This is an optimization exercise on Yosys and OpenROAD, whose aim is small area, a short achievable clock period and few clock cycles per item, not a production implementation. RTL that was checked went through simulation tests only; none was proved equivalent to the original. The RTL of runs 2 to 7 was laid out without a check of its function.

$ cat design/flow/config.mk
export PLATFORM = sky130hd
export DESIGN_NAME = gost89_ofb_encrypt
export DESIGN_NICKNAME = gost89_ofb_encrypt
export VERILOG_FILES = /design/flow/design.v
export SDC_FILE = /design/flow/constraint.sdc
export NUM_CORES = 4
export LEC_CHECK = 0
export CAP_MARGIN = 20
export CORE_AREA = 10 10 370 370
export DIE_AREA = 0 0 380 380
export SLEW_MARGIN = 20
$ cat design/flow/constraint.sdc
create_clock -name core_clock -period 10.0 [get_ports {clk}]
set_input_delay 2.0000 -clock core_clock [delete_from_list [all_inputs] [get_ports {clk}]]
set_output_delay 2.0000 -clock core_clock [all_outputs]
set_load 0.01 [all_outputs]
$ cat design/flow/design.v
module gost89_sbox(
  input      [63:0] sbox,
  input      [3:0]  in,
  output reg [3:0]  out
);
  always @(in or sbox)
    case (in)
      4'h0: out <= sbox[63:60];
      4'h1: out <= sbox[59:56];
      4'h2: out <= sbox[55:52];
      4'h3: out <= sbox[51:48];
      4'h4: out <= sbox[47:44];
      4'h5: out <= sbox[43:40];
      4'h6: out <= sbox[39:36];
      4'h7: out <= sbox[35:32];
      4'h8: out <= sbox[31:28];
      4'h9: out <= sbox[27:24];
      4'ha: out <= sbox[23:20];
      4'hb: out <= sbox[19:16];
      4'hc: out <= sbox[15:12];
      4'hd: out <= sbox[11:8];
      4'he: out <= sbox[7:4];
      4'hf: out <= sbox[3:0];
    endcase
endmodule
module gost89_round(
  input          clk,
  input  [511:0] sbox,
  input  [31:0]  key,
  input  [31:0]  n1,
  input  [31:0]  n2,
  output [31:0]  out1,
  output [31:0]  out2
);
  wire [31:0] tmp1, tmp2;
  assign tmp1 = n1 + key;
  gost89_sbox
    sbox1(sbox[511:448], tmp1[3:0],   tmp2[3:0]),
    sbox2(sbox[447:384], tmp1[7:4],   tmp2[7:4]),
    sbox3(sbox[383:320], tmp1[11:8],  tmp2[11:8]),
    sbox4(sbox[319:256], tmp1[15:12], tmp2[15:12]),
    sbox5(sbox[255:192], tmp1[19:16], tmp2[19:16]),
    sbox6(sbox[191:128], tmp1[23:20], tmp2[23:20]),
    sbox7(sbox[127:64],  tmp1[27:24], tmp2[27:24]),
    sbox8(sbox[63 :0],   tmp1[31:28], tmp2[31:28]);
  assign out1[10:0]  = tmp2[31:21] ^ n2[10:0];
  assign out1[31:11] = tmp2[20:0]  ^ n2[31:11];
  assign out2 = n1;
endmodule
module gost89_ofb_encrypt(
  input              clk,
  input              reset,
  input              load_data,
  input              load_IV,
  input      [255:0] key,
  input      [63:0]  in,
  input      [63:0]  IV,
  output     [63:0]  out,
  output reg         busy
);
  reg  [5:0]  round_num;
  reg  [31:0] n1, n2, round_key;
  reg  [63:0] fb;
  wire [31:0] out1, out2;
  wire  [511:0] sbox;
  assign sbox = 512'h4a92d80e6b1c7f53eb4c6dfa23810759581da342efc7609b7da1089fe46cb2536c715fd84a9e03b24ba0721d36859cfedb413f590ae7682c1fd057a4923e6b8c;
  gost89_round
    rnd(clk, sbox, round_key, n1, n2, out1, out2);
  always @(posedge clk) begin
    if (load_data) begin
      busy <= 1;
      round_num <= 0;
      if (load_IV) begin
        n1 <= IV[63:32];
        n2 <= IV[31:0];
      end
      else begin
        n1 <= fb[63:32];
        n2 <= fb[31:0];
      end
    end
    if (reset && !load_data) begin
      busy <= 0;
      round_num <= 32;
    end
    if (!reset && !load_data) begin
      if (round_num < 32)
        round_num <= round_num + 1;
      if (round_num > 0 && round_num < 32) begin
        n1 <= out1;
        n2 <= out2;
      end
      if (round_num == 32) begin
        fb[63:32] <= out2;
        fb[31:0]  <= out1;
        busy <= 0;
      end
    end
  end
  assign out = fb ^ in;
  always @(posedge clk)
    case (round_num)
      0:  round_key <= key[255:224];
      1:  round_key <= key[223:192];
      2:  round_key <= key[191:160];
      3:  round_key <= key[159:128];
      4:  round_key <= key[127:96];
      5:  round_key <= key[95:64];
      6:  round_key <= key[63:32];
      7:  round_key <= key[31:0];
      8:  round_key <= key[255:224];
      9:  round_key <= key[223:192];
      10: round_key <= key[191:160];
      11: round_key <= key[159:128];
      12: round_key <= key[127:96];
      13: round_key <= key[95:64];
      14: round_key <= key[63:32];
      15: round_key <= key[31:0];
      16: round_key <= key[255:224];
      17: round_key <= key[223:192];
      18: round_key <= key[191:160];
      19: round_key <= key[159:128];
      20: round_key <= key[127:96];
      21: round_key <= key[95:64];
      22: round_key <= key[63:32];
      23: round_key <= key[31:0];
      24: round_key <= key[31:0];
      25: round_key <= key[63:32];
      26: round_key <= key[95:64];
      27: round_key <= key[127:96];
      28: round_key <= key[159:128];
      29: round_key <= key[191:160];
      30: round_key <= key[223:192];
      31: round_key <= key[255:224];
    endcase
endmodule
$ cat design/flow/run.sh
#!/bin/bash
# synth_recipe.tcl (not shown) runs the flow's synth.tcl, then flattens the netlist and writes it again
# the make line also repeats each setting of config.mk as NAME=value (left out here)
make -C /OpenROAD-flow-scripts/flow DESIGN_CONFIG=/design/flow/config.mk WORK_HOME=/design/flow/orfs CLKGATE_MAP_FILE= SYNTH_SCRIPT=/design/flow/synth_recipe.tcl finish
==> results of run 1 <==
==> state kept, by name, summed over array words and instances, names as in the netlist <==
register,count
busy,1
n2,32
n1,32
round_num,6
round_key,32
fb,64
==> logic make-up after synthesis <==
kind of cell             count (synthesis)
AO/OA/AOI/OAI                          464
XOR/XNOR                               136
adder cells (fa/ha/maj)                 36
buffers and inverters                  108
flip-flops                             167
multiplexers                            74
AND/OR/NAND/NOR                        331
==> final cells by class <==
cell class / instances / area [µm²] / share of cell area, %
Multi-Input combinational cell: 1041 / 7350 / 38.3
Antenna cell: 4 / 10.0 / 0.0521
Inverter: 23 / 86.3 / 0.450
Tap cell: 1742 / 2180 / 11.4
Clock buffer: 20 / 478 / 2.49
Timing Repair Buffer: 467 / 4640 / 24.2
Clock inverter: 12 / 145 / 0.756
Sequential cell: 167 / 4300 / 22.4
==> synthesized netlist by cell type (35+ instances only) <==
library cell,instances
a31oi_1,41
dfxtp_1,71
a21oi_1,53
edfxtp_1,96
a21o_1,39
ha_1,35
clkbuf_1,60
nand2_1,128
nor2_1,94
o21ai_0,102
xnor2_1,45
mux2i_1,73
xor2_1,89
==> worst max-delay path by stage <==
stage | to | start | depth (start not counted) | slack, ps
5_1_grt | out[33] | in[33] | 3 | 4220
4_1_cts | out[33] | in[33] | 3 | 4200
6_report | out[33] | in[33] | 3 | 4430
2_1_floorplan | fb[0] | load_data | 3 | 4360
3_5_place_dp | out[33] | in[33] | 3 | 4200
3_3_place_gp | out[33] | in[33] | 3 | 4210
==> critical path, cell delays in order <==
cell and delay, ps:
clkdlybuf4s50_1 600, xor2_1 340, clkdlybuf4s50_1 620
==> layer usage <==
layer	share of wire, %	GRT usage (%)	wire [µm]	vias up
met4	1.8	2.05	1140	12
met5	0.11	0	71	-
met3	6.6	2.08	4270	49
li1	-	-	-	5865
met1	44	10.9	28600	5828
met2	47	14.0	30300	485
==> stage by stage <==
stage | area (µm²) | hold slack [ps] | setup slack [ps]
finish | 19200 | 510 | 4430
CTS | 19200 | 504 | 4200
global placement | 18500 | 481 | 4210
global route | 19200 | 530 | 4220
detailed placement | 18600 | 485 | 4200
floorplan | 12000 | 453 | 4360
==> notes.md, run 1 <==
CP Max Fanout 1; via count 12.2k; #FFs+latches synth 167; mux share of post-synthesis cell area 6.17%; Syn. warnings 2; Tightest Hold Check Type flip-flop to flip-flop; DRC 0; CTS HTree Levels 4; Layout area overhead 59.7%; drt total wl 64.3 mm; placed cell count 3440; first-pass GRT wire length 88.5 mm; Synth Area in Adders 3.81%; largest cells by area after synthesis edfxtp_1 24%, dfxtp_1 12%, xor2_1 6.5%; final core area utilization 14.9%; DIE AREA 144000 µm²; CP Capture Type output port; Worst-path clk slew 80 ps; R2R Path Start n1[0]; R2R cell count 13; Max transition margin 26.0%; post-synth top area share 24.0%; Synth Area in Compound Gates 27.8%; gpl congestion 0.895; RSZ-0062 raised after global routing no; Cells on Worst Hold Path 1; Arrival @ worst endpoint 3570 ps; # Post-CTS Setup Buffers 0; vias in the first global route 11.9k; initial core utilization 9.31%; CTS Buf Count 17; post-synth top area cell edfxtp_1; 1st-pass router iterations 8; CTS tree done; post-route antenna net violation count 0; reg-to-reg slack, setup 5910 ps; syn nets 1740; Total GRT Usage 8.45%; Final period util 55.7%; site row count 132; Synth cell types 83; initial antenna violation count 20; share of cells above drive strength 1 5.14%; hold wc startpoint busy; final HPWL from detailed placement 53.6 mm; commonest cells after routing, fill and taps aside 450 x clkdlybuf4s50_1, 127 x nand2_1, 102 x o21ai_0; asr flop ratio synth 0%; Simple-Gate Fraction of Synth Area 12.7%; Critical Path RT 8000 ps; clock buffer depth 2; status timing/DRC/antenna clean; Mean Syn Cell Area 9.14 µm²; Core Area 129000 µm²; Post-Synth XOR/XNOR Area 10.0%; Synth Cell Area 12000 µm²; clock skew 18.1 ps; routed len/inst 18.5 µm; Initial DRC Count 931; Clock Sinks 167; root buf cell clkbuf_16; FMAX 180 MHz; Setup crit start kind input port; pins over their slew limit 0; min Tclk post-route 5570 ps; Die Ht 380 µm; hold_buf cts 0; commonest non-fill, non-tap cell in the layout clkdlybuf4s50_1; # fillers 14.6k; Ports 453; final-stage net count 2141; CTS resizes 0; largest family of logic cells by synthesized area compound AO/OA/AOI/OAI gates; Final Instance Count excl. Fillers 3476; EDFF count, synth 96; Mapped Cells 1316; worst-margin pin slew 1110 ps; largest net degree at the start of global routing 89; Setup Crit Path Kind input port to output port; Die W 380 µm; TNS Setup 0 ps; gr ovfl total 0; Hold Fails Final Rpt 0; IO buf count 452; reg2reg end n1[28]; register area share after synthesis 35.8%; max_cap viols 0; drt via density 3.52; Synth Flop Type edfxtp_1; Worst Hold End busy; Clock Latency Late Sink 470 ps; final setup fails 0
Testbench counts, summed over its fixed seeds: cycles 34,816, items 1,024.
==> run 2: changes to the inputs <==
==> design/flow/design.v (replaced) <==
module gost89_sbox #(parameter integer I = 0) (
  input      [3:0] in,
  output     [3:0] out
);
  localparam [511:0] SBOX = 512'h4a92d80e6b1c7f53eb4c6dfa23810759581da342efc7609b7da1089fe46cb2536c715fd84a9e03b24ba0721d36859cfedb413f590ae7682c1fd057a4923e6b8c;
  localparam [63:0]  ROW  = SBOX[511-64*I -: 64];
  assign out = ROW[63 - 4*in -: 4];
endmodule
module gost89_round(
  input  [31:0] key,
  input  [31:0] n1,
  input  [31:0] n2,
  output [31:0] out1,
  output [31:0] out2
);
  wire [31:0] sum = n1 + key;
  wire [31:0] s;
  genvar i;
  generate
    for (i = 0; i < 8; i = i + 1) begin : g_sb
      gost89_sbox #(.I(i)) sb(.in(sum[4*i +: 4]), .out(s[4*i +: 4]));
    end
  endgenerate
  assign out1 = {s[20:0], s[31:21]} ^ n2;
  assign out2 = n1;
endmodule
module gost89_ofb_encrypt(
  input              clk,
  input              reset,
  input              load_data,
  input              load_IV,
  input      [255:0] key,
  input      [63:0]  in,
  input      [63:0]  IV,
  output     [63:0]  out,
  output reg         busy
);
  localparam integer K  = 2;             
  localparam integer NC = 32 / K;        
  localparam integer CW = (NC > 1) ? $clog2(NC) : 1;
  reg  [31:0]   a, b;
  reg  [CW-1:0] cnt;
  localparam integer RK = (K > 1) ? 1 : 1;  
  reg  [32*RK-1:0] rk;             
  function [2:0] kidx(input [4:0] r);
    kidx = r[2:0] ^ {3{r[4] & r[3]}};
  endfunction
  function [31:0] ksel(input [255:0] k, input [2:0] i);
    ksel = k[255 - 32*i -: 32];
  endfunction
  wire [31:0] n1 [0:K];
  wire [31:0] n2 [0:K];
  assign n1[0] = a;
  assign n2[0] = b;
  genvar j;
  generate
    for (j = 0; j < K; j = j + 1) begin : g_rnd
      wire [4:0]  r  = cnt * K + j;
      wire [31:0] kj = (j < RK) ? rk[32*j +: 32] : ksel(key, kidx(r));
      gost89_round rnd(.key(kj), .n1(n1[j]), .n2(n2[j]),
                       .out1(n1[j+1]), .out2(n2[j+1]));
    end
  endgenerate
  wire [CW-1:0] cnt_n = load_data ? {CW{1'b0}} : cnt + 1'b1;
  wire [4:0]    r_n   = cnt_n * K;
  integer i;
  always @(posedge clk) begin
    if (load_data) begin
      busy <= 1'b1;
      if (load_IV) begin
        a <= IV[63:32];
        b <= IV[31:0];
      end else begin
        a <= b;
        b <= a;
      end
    end else if (reset) begin
      busy <= 1'b0;
    end else if (busy) begin
      a <= n1[K];
      b <= n2[K];
      if (cnt == NC - 1)
        busy <= 1'b0;
    end
    if (load_data || busy) begin
      cnt <= cnt_n;
      for (i = 0; i < RK; i = i + 1)
        rk[32*i +: 32] <= ksel(key, kidx(r_n + i));
    end
  end
  assign out = {b, a} ^ in;
endmodule
--- a/design/flow/config.mk
+++ b/design/flow/config.mk
@@ -8,4 +8,5 @@
 export CAP_MARGIN = 20
-export CORE_AREA = 10 10 370 370
-export DIE_AREA = 0 0 380 380
+export CORE_MARGIN = 2
+export CORE_UTILIZATION = 50
+export SETUP_SLACK_MARGIN = 4
 export SLEW_MARGIN = 20
==> run 2 against run 1 <==
Fmax decreased by 25%; synthesized cell count increased by 91%; via count increased by 84%; design area increased by 44%.
==> notes.md, run 2 <==
Synth cell types 95 (was 83); largest cells by area after synthesis edfxtp_1 17%, nand2_1 12%, ha_1 9.9% (was edfxtp_1 24%, dfxtp_1 12%, xor2_1 6.5%); worst-margin pin slew 1150 ps (was 1110 ps); Die W 195 µm (was 380 µm); Layout area overhead 52.6% (was 59.7%); pins over their slew limit 0 (unchanged); FMAX 135 MHz (was 180 MHz); initial core utilization 51.0% (was 9.31%); Ports 453 (unchanged); RSZ-0062 raised after global routing yes (was no); placed cell area 23400 µm² (was 18600 µm²); Place WS 1590 ps (was 4200 ps); largest net degree at the start of global routing 82 (was 89); gpl congestion 0.993 (was 0.895); site row count 69 (was 132); Die Ht 195 µm (was 380 µm); Hold Fails Final Rpt 0 (unchanged); setup ws final 2600 ps (was 4430 ps); DIE AREA 37900 µm² (was 144000 µm²); Max transition margin 22.4% (was 26.0%); final setup fails 0 (unchanged); placed cell count 3303 (was 3440); share of cells above drive strength 1 21.4% (was 5.14%); root buf cell clkbuf_16 (unchanged); Clock Sinks 101 (was 167); #FFs+latches synth 101 (was 167); Seq. cell area 3020 µm² (was 4300 µm²); Final period util 74.0% (was 55.7%); Clock Latency Late Sink 390 ps (was 470 ps); syn nets 3045 (was 1740); min Tclk post-route 7400 ps (was 5570 ps); slowest stage cell, crit path edfxtp_1 (was clkdlybuf4s50_1); TNS Setup 0 ps (unchanged); Syn. warnings 1 (was 2); Final Instance Count excl. Fillers 3550 (was 3476); clock skew 24.7 ps (was 18.1 ps); # fillers 2511 (was 14.6k); Critical Path RT 10100 ps (was 8000 ps); final HPWL from detailed placement 59.9 mm (was 53.6 mm); Core Area 35700 µm² (was 129000 µm²); Setup Crit Path Kind flip-flop to flip-flop (was input port to output port); clock buffer depth 2 (unchanged); post-route cell area 27700 µm² (was 19200 µm²); gr ovfl total 0 (unchanged); post-route antenna net violation count 0 (unchanged); EDFF count, synth 100 (was 96); Tightest Hold Check Type flip-flop to flip-flop (unchanged); post-synth top area cell edfxtp_1 (unchanged); first-pass GRT wire length 121 mm (was 88.5 mm); DRC 0 (unchanged); multi-input combinational cell area 17000 µm² (was 7350 µm²); Arrival @ worst endpoint 7500 ps (was 3570 ps); routed len/inst 23.3 µm (was 18.5 µm); count leader, synth nand2_1 (unchanged); initial antenna violation count 15 (was 20); CP Capture Type flip-flop (was output port); vias in the first global route 21.2k (was 11.9k); slowest stage delay, CP 470 ps (was 620 ps); Setup crit start kind flip-flop (was input port); commonest cells after routing, fill and taps aside 554 x nand2_1, 450 x clkdlybuf4s50_1, 203 x buf_4 (was 450 x clkdlybuf4s50_1, 127 x nand2_1, 102 x o21ai_0); Synth Flop Type edfxtp_1 (unchanged); final-stage net count 3605 (was 2141); biggest regs a (32), b (32), rk (32); CP Max Fanout 5 (was 1); Worst-path clk slew 100 ps (was 80 ps); Mean Syn Cell Area 7.24 µm² (was 9.14 µm²); Total GRT Usage 40.7% (was 8.45%); Mapped Cells 2511 (was 1316); 1st-pass router iterations 8 (unchanged); final core area utilization 77.8% (was 14.9%); CTS tree done (unchanged); hold slack final 769 ps (was 510 ps); drt total wl 82.6 mm (was 64.3 mm); CP most frequent cell buf_6 (was clkdlybuf4s50_1); hold_buf cts 0 (unchanged); asr flop ratio synth 0% (unchanged); drt via density 6.34 (was 3.52); register area share after synthesis 16.6% (was 35.8%); IO buf count 452 (unchanged); via count 22.5k (was 12.2k); status timing/DRC/antenna clean (unchanged); commonest non-fill, non-tap cell in the layout nand2_1 (was clkdlybuf4s50_1); CTS HTree Levels 3 (was 4); CTS Buf Count 9 (was 17); Initial DRC Count 2365 (was 931); Synth Cell Area 18200 µm² (was 12000 µm²); cell types with the highest counts after synthesis 566 x nand2_1, 225 x a21oi_1, 219 x o21ai_0 (was 128 x nand2_1, 102 x o21ai_0, 96 x edfxtp_1); post-synth top area share 16.5% (was 24.0%); max_cap viols 0 (unchanged)
-- run 2: cell count changes in the layout (fill, tap and decap cells not counted), moves of 38 or more --
cell	previous run	this run
dfxtp_1	71	1
and3_1	10	48
nand2_1	127	554
o211ai_1	6	50
ha_4	0	42
a21oi_1	53	194
ha_1	35	90
buf_4	16	203
nor2_1	86	127
o21ai_0	102	179
-- run 2: layer usage --
metal,part of all wire [%],wire (µm),vias to the layer above,global-route usage (%)
met3,10,8270,322,7.86
met4,5.8,4750,2,22.1
met1,36,29900,10500,48.5
met5,0.012,10,-,0
li1,-,-,10200,-
met2,48,39600,1517,69.2
-- run 2: repair_timing --
item | 4_1_cts | 5_1_grt
setup buffers | 170 | 48
setup endpoints to repair | 32 | 32
pin swaps | 127 | 90
resized for setup | 314 | 101
-- run 2: cell families after synthesis --
kind of cell	synth area share (%)
DFF	16.6
and+or+nand+nor	22.2
AOI/OAI and AO/OA	25.6
adders and majority gates	10.4
buffers and inverters	4.70
muxes	9.08
xor gates and xnor gates	11.4
-- run 2: final cells by class --
type | count | area share (%)
Clock buffer | 10 | 0.825
Clock inverter | 6 | 0.185
Sequential cell | 101 | 10.9
Timing Repair Buffer | 693 | 23.7
Multi-Input combinational cell | 2192 | 61.1
Inverter | 74 | 1.09
Tap cell | 461 | 2.08
Antenna cell | 13 | 0.117
-- run 2: critical path, delay by kind of cell (launching register included) --
family	cells	cell delay, ps
adders and majority gates	4	1030
muxes	1	80
buffers and inverters	5	660
AOI/OAI and AO/OA	15	3280
and+or+nand+nor	3	290
xor gates and xnor gates	6	1290
DFF	1	470
-- run 2: final timing paths --
path                 to  depth (start not counted)  slack, ps   from
hold / removal    a[11]                          2        770  b[11]
setup / recovery   a[8]                         34       2600   a[0]
setup reg to reg   a[8]                         34       2600   a[0]
hold reg to reg   a[11]                          2        770  b[11]
==> run 3: changes to the inputs <==
--- a/design/flow/design.v
+++ b/design/flow/design.v
@@ -37,3 +37,3 @@
 );
-  localparam integer K  = 2;             
+  localparam integer K  = 1;             
   localparam integer NC = 32 / K;        
--- a/design/flow/config.mk
+++ b/design/flow/config.mk
@@ -10,3 +10,3 @@
 export CORE_UTILIZATION = 50
-export SETUP_SLACK_MARGIN = 4
+export SETUP_SLACK_MARGIN = 5
 export SLEW_MARGIN = 20
==> run 3 against run 2 <==
Still clean on timing, DRC and antenna; via count fell by 41%; critical path depth fell by 31; register-to-register slack improved by 2700 ps; non-clock buffer count fell by 229; die area fell by 31%; setup slack improved by 2400 ps.
==> notes.md, run 3 <==
EDFF count, synth 101 (was 100); final HPWL from detailed placement 39.8 mm (was 59.9 mm); post-route cell area 17500 µm² (was 27700 µm²); Synth Cell Area 12500 µm² (was 18200 µm²); routed len/inst 23.6 µm (was 23.3 µm); Syn. warnings 1 (unchanged); M3 GR Usage 6.54% (was 7.86%); gr ovfl total 0 (unchanged); Setup Crit Path Kind input port to output port (was flip-flop to flip-flop); CTS HTree Levels 3 (unchanged); clock skew 19.1 ps (was 24.7 ps); initial core utilization 51.1% (was 51.0%); Total GRT Usage 36.8% (was 40.7%); pins over their slew limit 0 (unchanged); RSZ-0062 raised after global routing yes (unchanged); Synth Area in Compound Gates 23.0% (was 25.6%); status timing/DRC/antenna clean (unchanged); largest family of logic cells by synthesized area compound AO/OA/AOI/OAI gates (unchanged); Layout area overhead 40.4% (was 52.6%); site row count 57 (was 69); gpl congestion 0.959 (was 0.993); first-pass GRT wire length 73.3 mm (was 121 mm); largest net degree at the start of global routing 65 (was 82); via count 13.2k (was 22.5k); CTS Buf Count 9 (unchanged); Die Ht 162 µm (was 195 µm); DRC 0 (unchanged); Tightest Hold Check Type flip-flop to flip-flop (unchanged); Synth Flop Type edfxtp_1 (unchanged); global route hottest layer met2 (unchanged); multi-input combinational cell area 8950 µm² (was 17000 µm²); min Tclk post-route 5000 ps (was 7400 ps); Seq. cell area 3050 µm² (was 3020 µm²); post-synth top area share 24.3% (was 16.5%); Max transition margin 33.2% (was 22.4%); register area share after synthesis 24.5% (was 16.6%); post-route antenna net violation count 0 (unchanged); met2 usage 61.0% (was 69.2%); Post-Synth XOR/XNOR Area 9.46% (was 11.4%); final-stage net count 2249 (was 3605); Clock Sinks 102 (was 101); Critical Path RT 8000 ps (was 10100 ps); Final period util 50.0% (was 74.0%); Clock Latency Late Sink 380 ps (was 390 ps); Worst-path clk slew 90 ps (was 100 ps); GRT met1 Usage 47.8% (was 48.5%); DIE AREA 26200 µm² (was 37900 µm²); #FFs+latches synth 102 (was 101); FMAX 200 MHz (was 135 MHz); max_cap viols 0 (unchanged); Core Area 24400 µm² (was 35700 µm²); Initial DRC Count 1484 (was 2365); CP Max Fanout 1 (was 5); vias in the first global route 12.4k (was 21.2k); CP Capture Type output port (was flip-flop); Synth Area in Adders 7.37% (was 10.4%); drt via density 6.20 (was 6.34); share of cells above drive strength 1 11.8% (was 21.4%); CTS tree done (unchanged); asr flop ratio synth 0% (unchanged); initial antenna violation count 13 (was 15); Setup crit start kind input port (was flip-flop); Ports 453 (unchanged); drt total wl 50.4 mm (was 82.6 mm); root buf cell clkbuf_16 (unchanged); # fillers 1933 (was 2511); Simple-Gate Fraction of Synth Area 15.6% (was 22.2%); largest cells by area after synthesis edfxtp_1 24%, mux2_2 7.1%, ha_1 7.1% (was edfxtp_1 17%, nand2_1 12%, ha_1 9.9%); Synth cell types 99 (was 95); count leader, synth nand2_1 (unchanged); Hold Fails Final Rpt 0 (unchanged); biggest regs a (32), b (32), rk (32) (unchanged); clock buffer depth 2 (unchanged); cell types with the highest counts after synthesis 140 x nand2_1, 128 x o21ai_0, 106 x a21oi_1 (was 566 x nand2_1, 225 x a21oi_1, 219 x o21ai_0); commonest non-fill, non-tap cell in the layout clkdlybuf4s50_1 (was nand2_1); post-synth top area cell edfxtp_1 (unchanged); TNS Setup 0 ps (unchanged); Die W 162 µm (was 195 µm); commonest cells after routing, fill and taps aside 386 x clkdlybuf4s50_1, 137 x nand2_1, 128 x o21ai_0 (was 554 x nand2_1, 450 x clkdlybuf4s50_1, 203 x buf_4); syn nets 1865 (was 3045); placed cell area 17100 µm² (was 23400 µm²); IO buf count 452 (unchanged); Mapped Cells 1405 (was 2511); Mean Syn Cell Area 8.87 µm² (was 7.24 µm²); mux share of post-synthesis cell area 15.3% (was 9.08%); Arrival @ worst endpoint 3000 ps (was 7500 ps); worst-margin pin slew 996 ps (was 1150 ps); final setup fails 0 (unchanged); 1st-pass router iterations 6 (was 8)
[run 3: cell types whose count changed after synthesis, moves of 26 or more]
cell,change
nor2_1,-84
xnor2_1,-57
nor3b_1,+26
o211ai_1,-27
ha_1,-73
a31oi_1,-33
a21oi_1,-119
mux2i_1,-49
mux2_2,+66
xor2_1,-41
and3_1,-36
o21ai_0,-91
nand2_1,-426
clkbuf_1,-71
[run 3: area by class of cell]
type | instances | area share, %
well taps | 324 | 2.32
diodes | 15 | 0.215
clock buffers | 9 | 1.29
clock inverters | 7 | 0.429
flip-flops and latches | 102 | 17.5
repair buffers | 464 | 26.0
inverters | 52 | 1.12
multi-input cells | 1160 | 51.2
[run 3: logic make-up after synthesis]
kind of cell / after synthesis
AO/OA/AOI/OAI: 435
AND/OR/NAND/NOR: 384
buffers and inverters: 143
multiplexers: 139
XOR/XNOR: 129
flip-flops: 102
adder cells (fa/ha/maj): 73
[run 3: what timing repair did]
item                       CTS  global route
gates cloned                 0             0
setup endpoints to repair   98            45
resized for setup           81            25
hold buffers                 0             0
pin swaps                    1             1
buffers inserted             1             1
[run 3: per-layer routing]
metal,wire length [µm],share of wire (%)
met4,1580,3.1
met1,19900,39
met5,0,0
met2,24400,48
met3,4590,9.1
[run 3: path summary, 6_finish.rpt]
path                            startpoint      end  slack [ps]  cells after the start
worst min-delay path                  busy     busy         600                      2
worst min register to register        busy     busy         600                      2
worst max register to register        a[0]     a[5]        5250                     17
worst max-delay path                in[38]  out[38]        5000                      3
[run 3: worst max-delay path, stage by stage]
cell and delay (ps):
clkdlybuf4s50_1 590, xor2_2 200, clkbuf_2 200
[run 3: stage by stage]
| stage | hold slack [ps] | cells | utilization [%] | setup WS (ps) |
|---|---|---|---|---|
| after floorplan | 524 | 1405 | - | 5100 |
| after global placement | 570 | 2099 | 70.1 | 4340 |
| after detailed placement | 585 | 2100 | 70.1 | 4190 |
| after CTS | 598 | 2117 | 71.3 | 4830 |
| after global routing | 643 | 2132 | 71.7 | 4950 |
| final | 600 | 2133 | 71.7 | 5000 |
==> run 4: changes to the inputs <==
--- a/design/flow/design.v
+++ b/design/flow/design.v
@@ -37,9 +37,5 @@
 );
-  localparam integer K  = 1;             
-  localparam integer NC = 32 / K;        
-  localparam integer CW = (NC > 1) ? $clog2(NC) : 1;
-  reg  [31:0]   a, b;
-  reg  [CW-1:0] cnt;
-  localparam integer RK = (K > 1) ? 1 : 1;  
-  reg  [32*RK-1:0] rk;             
+  reg  [31:0] a, b;      
+  reg  [31:0] rk;        
+  reg  [4:0]  cnt;       
   function [2:0] kidx(input [4:0] r);
@@ -50,18 +46,5 @@
   endfunction
-  wire [31:0] n1 [0:K];
-  wire [31:0] n2 [0:K];
-  assign n1[0] = a;
-  assign n2[0] = b;
-  genvar j;
-  generate
-    for (j = 0; j < K; j = j + 1) begin : g_rnd
-      wire [4:0]  r  = cnt * K + j;
-      wire [31:0] kj = (j < RK) ? rk[32*j +: 32] : ksel(key, kidx(r));
-      gost89_round rnd(.key(kj), .n1(n1[j]), .n2(n2[j]),
-                       .out1(n1[j+1]), .out2(n2[j+1]));
-    end
-  endgenerate
-  wire [CW-1:0] cnt_n = load_data ? {CW{1'b0}} : cnt + 1'b1;
-  wire [4:0]    r_n   = cnt_n * K;
-  integer i;
+  wire [31:0] ra, rb;
+  gost89_round rnd(.key(rk), .n1(a), .n2(b), .out1(ra), .out2(rb));
+  wire [4:0] cnt_inc = cnt + 5'd1;
   always @(posedge clk) begin
@@ -79,12 +62,9 @@
     end else if (busy) begin
-      a <= n1[K];
-      b <= n2[K];
-      if (cnt == NC - 1)
+      a <= ra;
+      b <= rb;
+      if (cnt == 5'd31)
         busy <= 1'b0;
     end
-    if (load_data || busy) begin
-      cnt <= cnt_n;
-      for (i = 0; i < RK; i = i + 1)
-        rk[32*i +: 32] <= ksel(key, kidx(r_n + i));
-    end
+    cnt <= load_data ? 5'd0 : cnt_inc;
+    rk  <= load_data ? key[255:224] : ksel(key, kidx(cnt_inc));
   end
==> run 4 against run 3 <==
Clock skew shrank 6.5 ps; first-iteration DRC count down 36%; sequential cell count unchanged; non-clock buffer count unchanged; global-route usage down 2.0 points; setup slack got worse by 6.1 ps; core utilization rose by 0.18 points; via count fell by 2.5%; count of clock-buffer cells in the layout increased by 2; critical path type unchanged; highest routed layer is now met5.
==> notes.md, run 4 <==
Clock Sinks 102 (unchanged); asr flop ratio synth 0% (unchanged); Die W 158 µm (was 162 µm); post-synth top area cell edfxtp_1 (unchanged); initial core utilization 50.7% (was 51.1%); routed len/inst 21.2 µm (was 23.6 µm); CP Max Fanout 1 (unchanged); Syn. warnings 1 (unchanged); clock buffer depth 2 (unchanged); Synth cell types 92 (was 99); CTS resizes 66 (was 81); post-synth top area share 16.2% (was 24.3%); TNS Setup 0 ps (unchanged); root buf cell clkbuf_16 (unchanged); Mapped Cells 1414 (was 1405); #FFs+latches synth 102 (unchanged); Layout area overhead 41.8% (was 40.4%); site row count 56 (was 57); reg-to-reg slack, setup 5250 ps (about the same); CP Capture Type output port (unchanged); cell types with the highest counts after synthesis 172 x nand2_1, 117 x a21oi_1, 103 x nor2_1 (was 140 x nand2_1, 128 x o21ai_0, 106 x a21oi_1); Synth Flop Type edfxtp_1 (unchanged); biggest regs a (32), b (32), rk (32) (unchanged); hold_buf cts 0 (unchanged); max_cap viols 0 (unchanged); Die Ht 158 µm (was 162 µm); setup ws final 5000 ps (about the same); min Tclk post-route 5000 ps (about the same); Worst-path clk slew 80 ps (was 90 ps); Clock Latency Late Sink 370 ps (was 380 ps); placed cell count 2103 (was 2100); IO buf count 452 (unchanged); Place WS 4620 ps (was 4190 ps); gpl congestion 0.969 (was 0.959); 1st-pass router iterations 5 (was 6); gr ovfl total 0 (unchanged); Ports 453 (unchanged); commonest non-fill, non-tap cell in the layout clkdlybuf4s50_1 (unchanged); Initial DRC Count 953 (was 1484); Mean Syn Cell Area 8.36 µm² (was 8.87 µm²); DIE AREA 24900 µm² (was 26200 µm²); RSZ-0062 raised after global routing no (was yes); FMAX 200 MHz (about the same); Arrival @ worst endpoint 3000 ps (about the same); CP startpoint in[50] (was in[38]); share of cells above drive strength 1 8.89% (was 11.8%); Tightest Hold Check Type flip-flop to flip-flop (unchanged); worst setup path end out[50] (was out[38]); count leader, synth nand2_1 (unchanged); initial antenna violation count 8 (was 13); first-pass GRT wire length 66.2 mm (was 73.3 mm); Synth Cell Area 11800 µm² (was 12500 µm²); placed cell area 16500 µm² (was 17100 µm²); Critical Path RT 8000 ps (about the same); post-route antenna net violation count 0 (unchanged); Setup crit start kind input port (unchanged); Final period util 50.0% (about the same); Hold Fails Final Rpt 0 (unchanged); Setup Crit Path Kind input port to output port (unchanged); largest net degree at the start of global routing 66 (was 65); worst-margin pin slew 1090 ps (was 996 ps); final-stage net count 2254 (was 2249); DRC 0 (unchanged); Total GRT Usage 34.7% (was 36.8%); drt via density 6.06 (was 6.20); post-route cell area 16800 µm² (was 17500 µm²); via count 12.9k (was 13.2k); largest cells by area after synthesis edfxtp_1 16%, ha_1 7.4%, xor2_1 6.7% (was edfxtp_1 24%, mux2_2 7.1%, ha_1 7.1%); CTS tree done (unchanged); Max transition margin 27.0% (was 33.2%); R2R Path Start a[0] (unchanged); clock skew 12.6 ps (was 19.1 ps); CTS Buf Count 9 (unchanged); commonest cells after routing, fill and taps aside 386 x clkdlybuf4s50_1, 169 x nand2_1, 117 x a21oi_1 (was 386 x clkdlybuf4s50_1, 137 x nand2_1, 128 x o21ai_0); # Post-CTS Setup Buffers 0 (was 1); status timing/DRC/antenna clean (unchanged); syn nets 1873 (was 1865); CTS HTree Levels 3 (unchanged); vias in the first global route 12.0k (was 12.4k); R2R cell count 16 (was 17); drt total wl 45.1 mm (was 50.4 mm); Final Instance Count excl. Fillers 2127 (was 2133); EDFF count, synth 64 (was 101); pins over their slew limit 0 (unchanged); Core Area 23300 µm² (was 24400 µm²); reg2reg end a[6] (was a[5]); final HPWL from detailed placement 36.2 mm (was 39.8 mm); final setup fails 0 (unchanged); register area share after synthesis 22.7% (was 24.5%)
-- run 4: cell types whose count changed in the layout (fill, tap and decap cells not counted), sizes merged, moves of 10 or more --
cell    delta
inv       -18
nor3b     -30
xnor2     +10
a221oi    +32
mux2      -34
nand2     +32
dfxtp     +37
a31oi     +34
a21oi     +12
nand3     -15
edfxtp    -37
o21ai     -37
nor2      +49
-- run 4: cells by family after synthesis --
family / count (synthesis) / synth area share (%)
AOI/OAI and AO/OA: 458 / 26.0
and+or+nand+nor: 414 / 16.1
xor gates and xnor gates: 142 / 10.9
buffers and inverters: 128 / 4.47
DFF: 102 / 22.7
muxes: 98 / 12.2
adders and majority gates: 72 / 7.66
-- run 4: metal layers --
layer / wire length [µm] / up-vias / track usage (%)
met5: 33 / - / 0
met4: 1280 / 4 / 10.6
met3: 4600 / 88 / 8.84
met2: 22000 / 641 / 59.3
met1: 17200 / 6091 / 43.0
li1: - / 6070 / -
-- run 4: critical path, stage by stage --
cell and delay [ps]:
clkdlybuf4s50_1 510, xor2_1 150, dlygate4sd2_1 340
-- run 4: final cells by class --
class | count | area [µm²]
sequential | 102 | 2680
tap | 319 | 399
clock buffer | 11 | 254
inverter | 34 | 128
timing repair buffer | 464 | 4520
multi-input combinational | 1184 | 8710
antenna | 8 | 20.0
fill | 1867 | 6560
clock inverter | 5 | 63.8
-- run 4: worst min-delay path by stage --
stage	startpoint	cells past startpoint	to
final	busy	2	busy
after CTS	busy	2	busy
after floorplan	busy	2	busy
after global placement	busy	2	busy
after detailed placement	busy	2	busy
after global routing	busy	2	busy
-- run 4: stage by stage --
| step | util [%] | hold slack, ps |
|---|---|---|
| 2_1_floorplan | - | 521 |
| 3_3_place_gp | 70.7 | 532 |
| 3_5_place_dp | 70.7 | 564 |
| 4_1_cts | 71.7 | 575 |
| 5_1_grt | 71.8 | 582 |
| 6_report | 71.9 | 574 |
==> run 5: changes to the inputs <==
==> design/flow/flow/run.sh (new file) <==
#!/bin/bash
# Standard ORFS layout (the standard.sh), with the port buffers that
# buffer_ports inserts on every input and output made the smallest buffer
# (sky130_fd_sc_hd__buf_1) instead of ORFS's default choice; the resizer
# may still upsize any of them where timing needs it.
cp standard.sh standard.sh.log
export BUFFER_PORTS_ARGS="-buffer_cell sky130_fd_sc_hd__buf_1"
bash standard.sh > standard.log 2>&1
rc=$?
exit $rc
==> design/flow/standard.sh (new file) <==
#!/bin/bash
# synth_recipe.tcl (not shown) runs the flow's synth.tcl, then flattens the netlist and writes it again
# the make line also repeats each setting of config.mk as NAME=value (left out here)
make -C /OpenROAD-flow-scripts/flow DESIGN_CONFIG=/design/flow/config.mk WORK_HOME=/design/flow/orfs CLKGATE_MAP_FILE= SYNTH_SCRIPT=/design/flow/synth_recipe.tcl "${@:-finish}"
removed: design/flow/run.sh
==> run 5 against run 4 <==
Area after synthesis unchanged; setup slack gained 270 ps; largest cell class unchanged; via count fell by 1.8%; register-to-register slack better by 20 ps; worst hold slack worse by 20 ps; fmax up 5.8%; synthesized cell count unchanged; count of clock-buffer cells in the layout did not move; sequential cell count is the same.
==> notes.md, run 5 <==
hold_buf cts 0 (unchanged); Setup Crit Path Kind flip-flop to flip-flop (was input port to output port); largest net degree at the start of global routing 66 (unchanged); setup ws final 5270 ps (was 5000 ps); Arrival @ worst endpoint 4830 ps (was 3000 ps); first-pass GRT wire length 62.0 mm (was 66.2 mm); FMAX 211 MHz (was 200 MHz); CTS tree done (unchanged); Ports 453 (unchanged); met3 wire length 3.68 mm (was 4.60 mm); Syn. warnings 1 (unchanged); clock skew 16.7 ps (was 12.6 ps); metal2 WL 19.8 mm (was 22.0 mm); Initial DRC Count 1036 (was 953); final core area utilization 59.9% (was 71.9%); hold wc startpoint busy (unchanged); biggest regs a (32), b (32), rk (32) (unchanged); met1 wire length 18.2 mm (was 17.2 mm); via count 12.7k (was 12.9k); Layout area overhead 18.2% (was 41.8%); CTS HTree Levels 3 (unchanged); placed cell count 2103 (unchanged); TNS Setup 0 ps (unchanged); cell types with the highest counts after synthesis 172 x nand2_1, 117 x a21oi_1, 103 x nor2_1 (unchanged); site row count 56 (unchanged); vias in the first global route 11.1k (was 12.0k); Core Area 23300 µm² (unchanged); CP startpoint a[0] (was in[50]); pins over their slew limit 0 (unchanged); register area share after synthesis 22.7% (unchanged); Hold Fails Final Rpt 0 (unchanged); clock buffer depth 2 (unchanged); worst-margin pin slew 1100 ps (was 1090 ps); Setup crit start kind flip-flop (was input port); initial core utilization 50.7% (unchanged); DIE AREA 24900 µm² (unchanged); Synth Cell Area 11800 µm² (unchanged); IO buf count 452 (unchanged); syn nets 1873 (unchanged); post-route antenna net violation count 0 (unchanged); final HPWL from detailed placement 34.8 mm (was 36.2 mm); EDFF count, synth 64 (unchanged); Die Ht 158 µm (unchanged); gr ovfl total 0 (unchanged); Place WS 5230 ps (was 4620 ps); Critical Path RT 10100 ps (was 8000 ps); DRC 0 (unchanged); commonest cells after routing, fill and taps aside 450 x buf_1, 169 x nand2_1, 117 x a21oi_1 (was 386 x clkdlybuf4s50_1, 169 x nand2_1, 117 x a21oi_1); post-synth top area cell edfxtp_1 (unchanged); asr flop ratio synth 0% (unchanged); Clock Sinks 102 (unchanged); root buf cell clkbuf_16 (unchanged); CP Max Fanout 12 (was 1); Final Instance Count excl. Fillers 2123 (was 2127); Die W 158 µm (unchanged); commonest non-fill, non-tap cell in the layout buf_1 (was clkdlybuf4s50_1); Final period util 47.3% (was 50.0%); drt via density 5.97 (was 6.06); RSZ-0062 raised after global routing no (unchanged); CP Capture Type flip-flop (was output port); Synth cell types 92 (unchanged); Tightest Hold Check Type flip-flop to flip-flop (unchanged); Total GRT Usage 32.9% (was 34.7%); Mean Syn Cell Area 8.36 µm² (unchanged); min Tclk post-route 4730 ps (was 5000 ps); post-route cell area 14000 µm² (was 16800 µm²); share of cells above drive strength 1 8.50% (was 8.89%); Synth Flop Type edfxtp_1 (unchanged); max layer used met5 (unchanged); 1st-pass router iterations 5 (unchanged); initial antenna violation count 10 (was 8); Clock Latency Late Sink 370 ps (about the same); Max transition margin 26.2% (was 27.0%); #FFs+latches synth 102 (unchanged); max_cap viols 0 (unchanged); post-synth top area share 16.2% (unchanged); largest cells by area after synthesis edfxtp_1 16%, ha_1 7.4%, xor2_1 6.7% (unchanged); final-stage net count 2254 (unchanged); status timing/DRC/antenna clean (unchanged); final setup fails 0 (unchanged); count leader, synth nand2_1 (unchanged); placed cell area 13700 µm² (was 16500 µm²); drt total wl 43.1 mm (was 45.1 mm); routed len/inst 20.3 µm (was 21.2 µm); gpl congestion 0.960 (was 0.969); CTS Buf Count 9 (unchanged); Worst-path clk slew 80 ps (about the same); Mapped Cells 1414 (unchanged); R2R Path Start a[0] (unchanged)
==> run 5: cell counts after synthesis <==
No cell type changed its count.
==> run 5: area by class of cell <==
class | instances | area (µm²)
diodes | 4 | 10.0
clock buffers | 11 | 246
clock inverters | 5 | 37.5
fillers | 2208 | 9350
inverters | 34 | 128
multi-input cells | 1184 | 8690
flip-flops and latches | 102 | 2680
well taps | 319 | 399
repair buffers | 464 | 1790
==> run 5: logic make-up (layout without fill, tap and decap cells) <==
| logic type | count (synthesis) | in the layout | synth area share (%) |
|---|---|---|---|
| AND/OR/NAND/NOR | 414 | 414 | 16.1 |
| adder cells (fa/ha/maj) | 72 | 72 | 7.66 |
| AO/OA/AOI/OAI | 458 | 458 | 26.0 |
| multiplexers | 98 | 98 | 12.2 |
| flip-flops | 102 | 102 | 22.7 |
| XOR/XNOR | 142 | 142 | 10.9 |
| other | 0 | 4 | 0 |
| buffers and inverters | 128 | 514 | 4.47 |
==> run 5: per-layer routing <==
| layer | global-route usage, % | vias up |
|---|---|---|
| met4 | 11.2 | 10 |
| li1 | - | 6071 |
| met3 | 6.65 | 91 |
| met5 | 0 | - |
| met1 | 44.7 | 5830 |
| met2 | 52.1 | 666 |
==> run 5: worst max-delay path, stage by stage (launching register included) <==
cell	delay, ps
edfxtp_1	460
ha_1	280
fa_1	440
a21o_1	230
a311o_1	450
nand4_2	160
a211oi_1	120
o21ba_1	240
o21ai_2	250
and2_1	370
inv_1	130
ha_2	280
inv_1	170
a21oi_1	90
mux2i_1	140
nand4_1	130
a2111oi_1	440
nor3b_2	90
==> run 5: final timing paths <==
check          to  slack, ps  cells past startpoint
max          a[6]       5270                     17
min          busy        550                      2
max reg2reg  a[6]       5270                     17
min reg2reg  busy        550                      2
==> run 5: timing repair <==
item                       CTS  global route
setup buffers                0             0
resized for setup            0             3
setup endpoints to repair    0             4
==> run 5: through the flow <==
| stage | hold WS [ps] |
|---|---|
| 6_report | 555 |
| 5_1_grt | 596 |
| 4_1_cts | 560 |
| 2_1_floorplan | 521 |
| 3_5_place_dp | 548 |
| 3_3_place_gp | 531 |
==> run 6: changes to the inputs <==
==> design/flow/flow/run.sh (replaced) <==
#!/bin/bash
# The standard ORFS layout (standard.sh) with two changes:
#  - the port buffers that buffer_ports puts on every input and output are the
#    smallest buffer (sky130_fd_sc_hd__buf_1) instead of ORFS's default choice;
#    the resizer may still upsize any of them where timing needs it;
#  - synthesis skips the extraction of full/half adder cells (extract_fa), so
#    ABC maps all of the combinational logic itself.
# Each tool's full output goes to standard.log (ORFS keeps per-step logs too).
export BUFFER_PORTS_ARGS="-buffer_cell sky130_fd_sc_hd__buf_1"
export ADDER_MAP_FILE=
bash standard.sh SETUP_SLACK_MARGIN=5.6 finish > standard.log 2>&1
==> run 6 against run 5 <==
Still clean on timing, DRC and antenna; design area is 11% lower; count of clock-buffer cells in the layout up 1; synthesized cell count shrank 20%; worst hold slack worse by 52 ps; critical path type is now input port to output port; largest cell class unchanged; highest routed layer unchanged.
==> notes.md, run 6 <==
status timing/DRC/antenna clean (unchanged); IO buf count 452 (unchanged); Core Area 19500 µm² (was 23300 µm²); Synth Flop Type edfxtp_1 (unchanged); final HPWL from detailed placement 29.6 mm (was 34.8 mm); slowest stage delay, CP 220 ps (was 460 ps); Worst-path clk slew 70 ps (was 80 ps); met1 wire length 16.3 mm (was 18.2 mm); hold slack final 503 ps (was 555 ps); DRC 0 (unchanged); Initial DRC Count 827 (was 1036); Die Ht 145 µm (was 158 µm); initial core utilization 51.1% (was 50.7%); Final Instance Count excl. Fillers 1797 (was 2123); EDFF count, synth 64 (unchanged); #FFs+latches synth 102 (unchanged); placed cell count 1776 (was 2103); biggest regs a (32), b (32), rk (32) (unchanged); worst-margin pin slew 1010 ps (was 1100 ps); final setup fails 0 (unchanged); largest cells by area after synthesis edfxtp_1 19%, xor2_1 8.6%, mux2i_1 8.5% (was edfxtp_1 16%, ha_1 7.4%, xor2_1 6.7%); Layout area overhead 24.2% (was 18.2%); count leader, synth nand2_1 (unchanged); max layer used met5 (unchanged); register area share after synthesis 26.9% (was 22.7%); clock skew 13.1 ps (was 16.7 ps); Max transition margin 32.8% (was 26.2%); largest net degree at the start of global routing 84 (was 66); met3 wire length 2.95 mm (was 3.68 mm); metal2 WL 16.9 mm (was 19.8 mm); Final period util 44.7% (was 47.3%); share of cells above drive strength 1 14.0% (was 8.50%); CTS tree done (unchanged); reg-to-reg slack, setup 5950 ps (was 5270 ps); CTS HTree Levels 3 (unchanged); Setup crit start kind input port (was flip-flop); min Tclk post-route 4470 ps (was 4730 ps); Arrival @ worst endpoint 2470 ps (was 4830 ps); routed len/inst 20.4 µm (was 20.3 µm); vias in the first global route 9361 (was 11.1k); Tightest Hold Check Type flip-flop to flip-flop (unchanged); TNS Setup 0 ps (unchanged); gr ovfl total 0 (unchanged); slowest stage cell, crit path xor2_4 (was edfxtp_1); Synth cell types 70 (was 92); Syn. warnings 1 (unchanged); asr flop ratio synth 0% (unchanged); pins over their slew limit 0 (unchanged); 1st-pass router iterations 6 (was 5); post-synth top area share 19.3% (was 16.2%); final core area utilization 63.4% (was 59.9%); # Post-CTS Setup Buffers 0 (unchanged); CP Max Fanout 1 (was 12); first-pass GRT wire length 54.6 mm (was 62.0 mm); Total GRT Usage 33.3% (was 32.9%); Die W 145 µm (was 158 µm); final-stage net count 1910 (was 2254); Mapped Cells 1134 (was 1414); Critical Path RT 8000 ps (was 10100 ps); drt via density 5.75 (was 5.97); post-route antenna net violation count 0 (unchanged); CP Capture Type output port (was flip-flop); cell types with the highest counts after synthesis 115 x nand2_1, 106 x o21ai_0, 98 x xor2_1 (was 172 x nand2_1, 117 x a21oi_1, 103 x nor2_1); Hold Fails Final Rpt 0 (unchanged); drt total wl 36.6 mm (was 43.1 mm); gpl congestion 1.00 (was 0.960); initial antenna violation count 4 (was 10); via count 10.3k (was 12.7k); Ports 453 (unchanged); post-synth top area cell edfxtp_1 (unchanged); FMAX 224 MHz (was 211 MHz); CTS Buf Count 9 (unchanged); Mean Syn Cell Area 8.79 µm² (was 8.36 µm²); clock buffer depth 2 (unchanged); root buf cell clkbuf_16 (unchanged); commonest non-fill, non-tap cell in the layout buf_1 (unchanged); critical-path cell list buf_8 > xor2_4 > buf_6 (was ha_1 > fa_1 > a21o_1 > a311o_1 > nand4_2 > a211oi_1 > o21ba_1 > o21ai_2 > and2_1 > inv_1 > ha_2 > inv_1 > a21oi_1 > mux2i_1 > nand4_1 > a2111oi_1 > nor3b_2); max_cap viols 0 (unchanged); Setup Crit Path Kind input port to output port (was flip-flop to flip-flop); DIE AREA 21100 µm² (was 24900 µm²); # fillers 1803 (was 2208); site row count 51 (was 56); syn nets 1522 (was 1873); Clock Latency Late Sink 360 ps (was 370 ps); RSZ-0062 raised after global routing yes (was no); commonest cells after routing, fill and taps aside 374 x buf_1, 114 x nand2_1, 105 x o21ai_0 (was 450 x buf_1, 169 x nand2_1, 117 x a21oi_1); Synth Cell Area 9970 µm² (was 11800 µm²); Clock Sinks 102 (unchanged)
-- run 6: changes by cell type in the layout (fill, tap and decap cells not counted), sizes merged, moves of 14 or more --
cell	before	now
a221oi	36	3
a31oi	51	19
a211oi	33	9
mux2i	21	85
xnor2	49	75
buf	463	448
ha	70	0
a21oi	122	75
inv	38	14
nor2	104	75
nand2	172	115
and3	15	1
-- run 6: critical path, delay by kind of cell --
kind | cells | cell delay (ps)
buffers and inverters | 2 | 240
xor gates and xnor gates | 1 | 220
-- run 6: layout make-up --
| cell class | count | area [µm²] | share of cell area, % |
|---|---|---|---|
| tap | 265 | 332 | 2.68 |
| multi-input combinational | 935 | 7060 | 57.0 |
| sequential | 102 | 2680 | 21.7 |
| clock inverter | 4 | 31.3 | 0.253 |
| antenna | 5 | 12.5 | 0.101 |
| timing repair buffer | 461 | 1970 | 15.9 |
| clock buffer | 12 | 250 | 2.02 |
| inverter | 13 | 48.8 | 0.394 |
-- run 6: layer usage --
layer	vias to the layer above	GRT usage [%]
li1	4941	-
met1	4870	48.3
met2	488	53.0
met3	30	5.31
met4	2	5.98
met5	-	0
-- run 6: repair_timing --
action                     4_1_cts  5_1_grt
hold buffers                     0        0
pin swaps                        1        0
setup endpoints to repair       26       56
gates resized for setup         50       88
-- run 6: stage by stage --
stage               setup WS, ps  cell area (µm²)
floorplan                   5780             9980
global placement            5300            11800
detailed placement          5310            11800
CTS                         5520            12200
global route                5530            12400
finish                      5530            12400
-- run 6: cells by family after synthesis --
logic type / after synthesis / share of synthesized area [%]
muxes: 160 / 20.6
adders and majority gates: 12 / 1.22
and+or+nand+nor: 288 / 13.1
DFF: 102 / 26.9
buffers and inverters: 97 / 3.90
xor gates and xnor gates: 174 / 15.5
AOI/OAI and AO/OA: 301 / 18.8
-- run 6: path summary, 6_finish.rpt --
kind | start | endpoint | cells after the start
worst max-delay path | in[50] | out[50] | 3
worst min-delay path | cnt[0] | cnt[0] | 1
worst max register to register | a[17] | a[10] | 12
worst min register to register | cnt[0] | cnt[0] | 1
==> run 7: changes to the inputs <==
--- a/design/flow/flow/run.sh
+++ b/design/flow/flow/run.sh
@@ -10,2 +10,2 @@
 export ADDER_MAP_FILE=
-bash standard.sh SETUP_SLACK_MARGIN=5.6 finish > standard.log 2>&1
+bash standard.sh "$@" > standard.log 2>&1
==> run 7 against run 6 <==
Cell count hardly changed; highest routed layer unchanged; still clean; design area is 2.6% lower; critical path depth stayed put.
==> notes.md, run 7 <==
hold slack final 494 ps (was 503 ps); Worst-path clk slew 70 ps (about the same); IO buf count 452 (unchanged); gpl congestion 1.00 (unchanged); reg2reg end a[5] (was a[10]); Die W 145 µm (unchanged); status timing/DRC/antenna clean (unchanged); pins over their slew limit 0 (unchanged); reg-to-reg slack, setup 5780 ps (was 5950 ps); routed len/inst 20.2 µm (was 20.4 µm); post-route cell area 12100 µm² (was 12400 µm²); initial antenna violation count 4 (unchanged); clock skew 12.7 ps (was 13.1 ps); Setup Crit Path Kind input port to output port (unchanged); asr flop ratio synth 0% (unchanged); register area share after synthesis 26.9% (unchanged); Initial DRC Count 778 (was 827); R2R cell count 12 (unchanged); vias in the first global route 9334 (was 9361); Hold Fails Final Rpt 0 (unchanged); share of cells above drive strength 1 8.45% (was 14.0%); # Post-CTS Setup Buffers 0 (unchanged); Core Area 19500 µm² (unchanged); Max transition margin 33.6% (was 32.8%); commonest cells after routing, fill and taps aside 450 x buf_1, 114 x nand2_1, 105 x o21ai_0 (was 374 x buf_1, 114 x nand2_1, 105 x o21ai_0); post-synth top area share 19.3% (unchanged); Layout area overhead 21.0% (was 24.2%); gr ovfl total 0 (unchanged); drt via density 5.74 (was 5.75); #FFs+latches synth 102 (unchanged); largest cells by area after synthesis edfxtp_1 19%, xor2_1 8.6%, mux2i_1 8.5% (unchanged); drt total wl 36.3 mm (was 36.6 mm); Mean Syn Cell Area 8.79 µm² (unchanged); Mapped Cells 1134 (unchanged); Synth Cell Area 9970 µm² (unchanged); hold_buf cts 0 (unchanged); via count 10.3k (about the same); site row count 51 (unchanged); Arrival @ worst endpoint 2700 ps (was 2470 ps); R2R Path Start a[0] (was a[17]); Syn. warnings 1 (unchanged); CP Max Fanout 1 (unchanged); worst-margin pin slew 989 ps (was 1010 ps); Synth cell types 70 (unchanged); Synth Flop Type edfxtp_1 (unchanged); post-synth top area cell edfxtp_1 (unchanged); min Tclk post-route 4700 ps (was 4470 ps); Setup crit start kind input port (unchanged); clock buffer depth 2 (unchanged); Total GRT Usage 33.1% (was 33.3%); hold wc startpoint cnt[0] (unchanged); Cells on Worst Hold Path 1 (unchanged); CTS HTree Levels 3 (unchanged); Die Ht 145 µm (unchanged); final-stage net count 1910 (unchanged); CTS tree done (unchanged); Final period util 47.0% (was 44.7%); biggest regs a (32), b (32), rk (32) (unchanged); Worst Hold End cnt[0] (unchanged); largest net degree at the start of global routing 84 (unchanged); Critical Path RT 8000 ps (about the same); DRC 0 (unchanged); first-pass GRT wire length 54.4 mm (was 54.6 mm); final HPWL from detailed placement 29.6 mm (unchanged); TNS Setup 0 ps (unchanged); 1st-pass router iterations 6 (unchanged); syn nets 1522 (unchanged); DIE AREA 21100 µm² (unchanged); final core area utilization 61.8% (was 63.4%); commonest non-fill, non-tap cell in the layout buf_1 (unchanged); CTS Buf Count 9 (unchanged); count leader, synth nand2_1 (unchanged); root buf cell clkbuf_16 (unchanged); placed cell area 11800 µm² (unchanged); FMAX 213 MHz (was 224 MHz); Ports 453 (unchanged); Tightest Hold Check Type flip-flop to flip-flop (unchanged); post-route antenna net violation count 0 (unchanged); CP Capture Type output port (unchanged); Clock Latency Late Sink 360 ps (about the same); final setup fails 0 (unchanged); EDFF count, synth 64 (unchanged); initial core utilization 51.1% (unchanged); CTS resizes 0 (was 50); RSZ-0062 raised after global routing no (was yes); Clock Sinks 102 (unchanged); cell types with the highest counts after synthesis 115 x nand2_1, 106 x o21ai_0, 98 x xor2_1 (unchanged); max_cap viols 0 (unchanged)
-- run 7: per-stage QoR --
| step | setup slack, ps | std cells |
|---|---|---|
| 2_1_floorplan | 5780 | 1134 |
| 3_3_place_gp | 5300 | 1776 |
| 3_5_place_dp | 5310 | 1776 |
| 4_1_cts | 5310 | 1792 |
| 5_1_grt | 5290 | 1792 |
| 6_report | 5300 | 1796 |
-- run 7: cell type report --
cell class / count / area [µm²]
clock inverters: 4 / 31.3
repair buffers: 461 / 1770
diodes: 4 / 10.0
clock buffers: 12 / 250
flip-flops and latches: 102 / 2680
multi-input cells: 935 / 6950
fillers: 1847 / 7460
inverters: 13 / 48.8
well taps: 265 / 332
-- run 7: how the worst max path moves through the flow --
stage	start	slack [ps]	endpoint	cells past startpoint
CTS	in[15]	5310	out[15]	3
global route	in[50]	5290	out[50]	3
floorplan	in[0]	5780	out[0]	1
finish	in[17]	5300	out[17]	3
global placement	in[15]	5300	out[15]	3
detailed placement	in[15]	5310	out[15]	3
-- run 7: layer usage --
metal	wire [µm]	global-route usage, %	vias to the layer above
met5	13	0	-
met4	484	6.27	2
met3	3000	5.41	36
met2	16700	52.5	478
met1	16100	48.1	4851
li1	-	-	4938
-- run 7: critical path: stages --
cell and delay [ps]:
buf_1 120, xor2_1 380, buf_1 200
-- run 7: kinds of logic (layout without fill, tap and decap cells) --
logic type               after synthesis  in the layout  share of synthesized area [%]
flip-flops                           102            102                           26.9
AO/OA/AOI/OAI                        301            301                           18.8
adder cells (fa/ha/maj)               12             12                           1.22
AND/OR/NAND/NOR                      288            288                           13.1
buffers and inverters                 97            490                           3.90
XOR/XNOR                             174            174                           15.5
multiplexers                         160            160                           20.6
other                                  0              4                              0

-- port drivers added, routing unchanged --
How much do the figures lean on ideal ports? The routed layouts below were timed once more, with nothing changed but the port constraints.
Step 1 sets driving cells, clkbuf_16 on the clock port and buf_2 on the other inputs (assumed; they add their load-dependent delay and slew).
Step 2, shift: input delay + t, output delay - t, t = (earliest + latest rising clock arrival at the registers) / 2. This alone moves slack from input paths to output paths.
Three values: ideal ports, drivers, drivers and shift; two values: the first two.
| run | t, ns | slack for setup (ns) | worst hold slack (ns) |
|---|---|---|---|
| run 1 | 0.514 | 4.433 / 4.400 / 4.400 | 0.510 / 0.510 / 0.510 |
| run 2 | 0.423 | 2.600 / 2.600 / 2.469 | 0.769 / 0.769 / 0.769 |
| run 3 | 0.415 | 5.003 / 4.911 / 4.869 | 0.600 / 0.600 / 0.600 |
| run 4 | 0.421 | 4.997 / 4.959 / 4.959 | 0.574 / 0.574 / 0.574 |
| run 5 | 0.418 | 5.269 / 5.269 / 5.269 | 0.555 / 0.555 / 0.555 |
| run 6 | 0.404 | 5.534 / 5.494 / 5.494 | 0.503 / 0.503 / 0.503 |
| run 7 | 0.404 | 5.298 / 5.276 / 5.276 | 0.494 / 0.494 / 0.494 |
After both steps setup and hold are still met in every run listed. For run 3, which loses most, drivers alone change the setup slack by -0.092 ns; drivers and shift together by -0.134 ns.
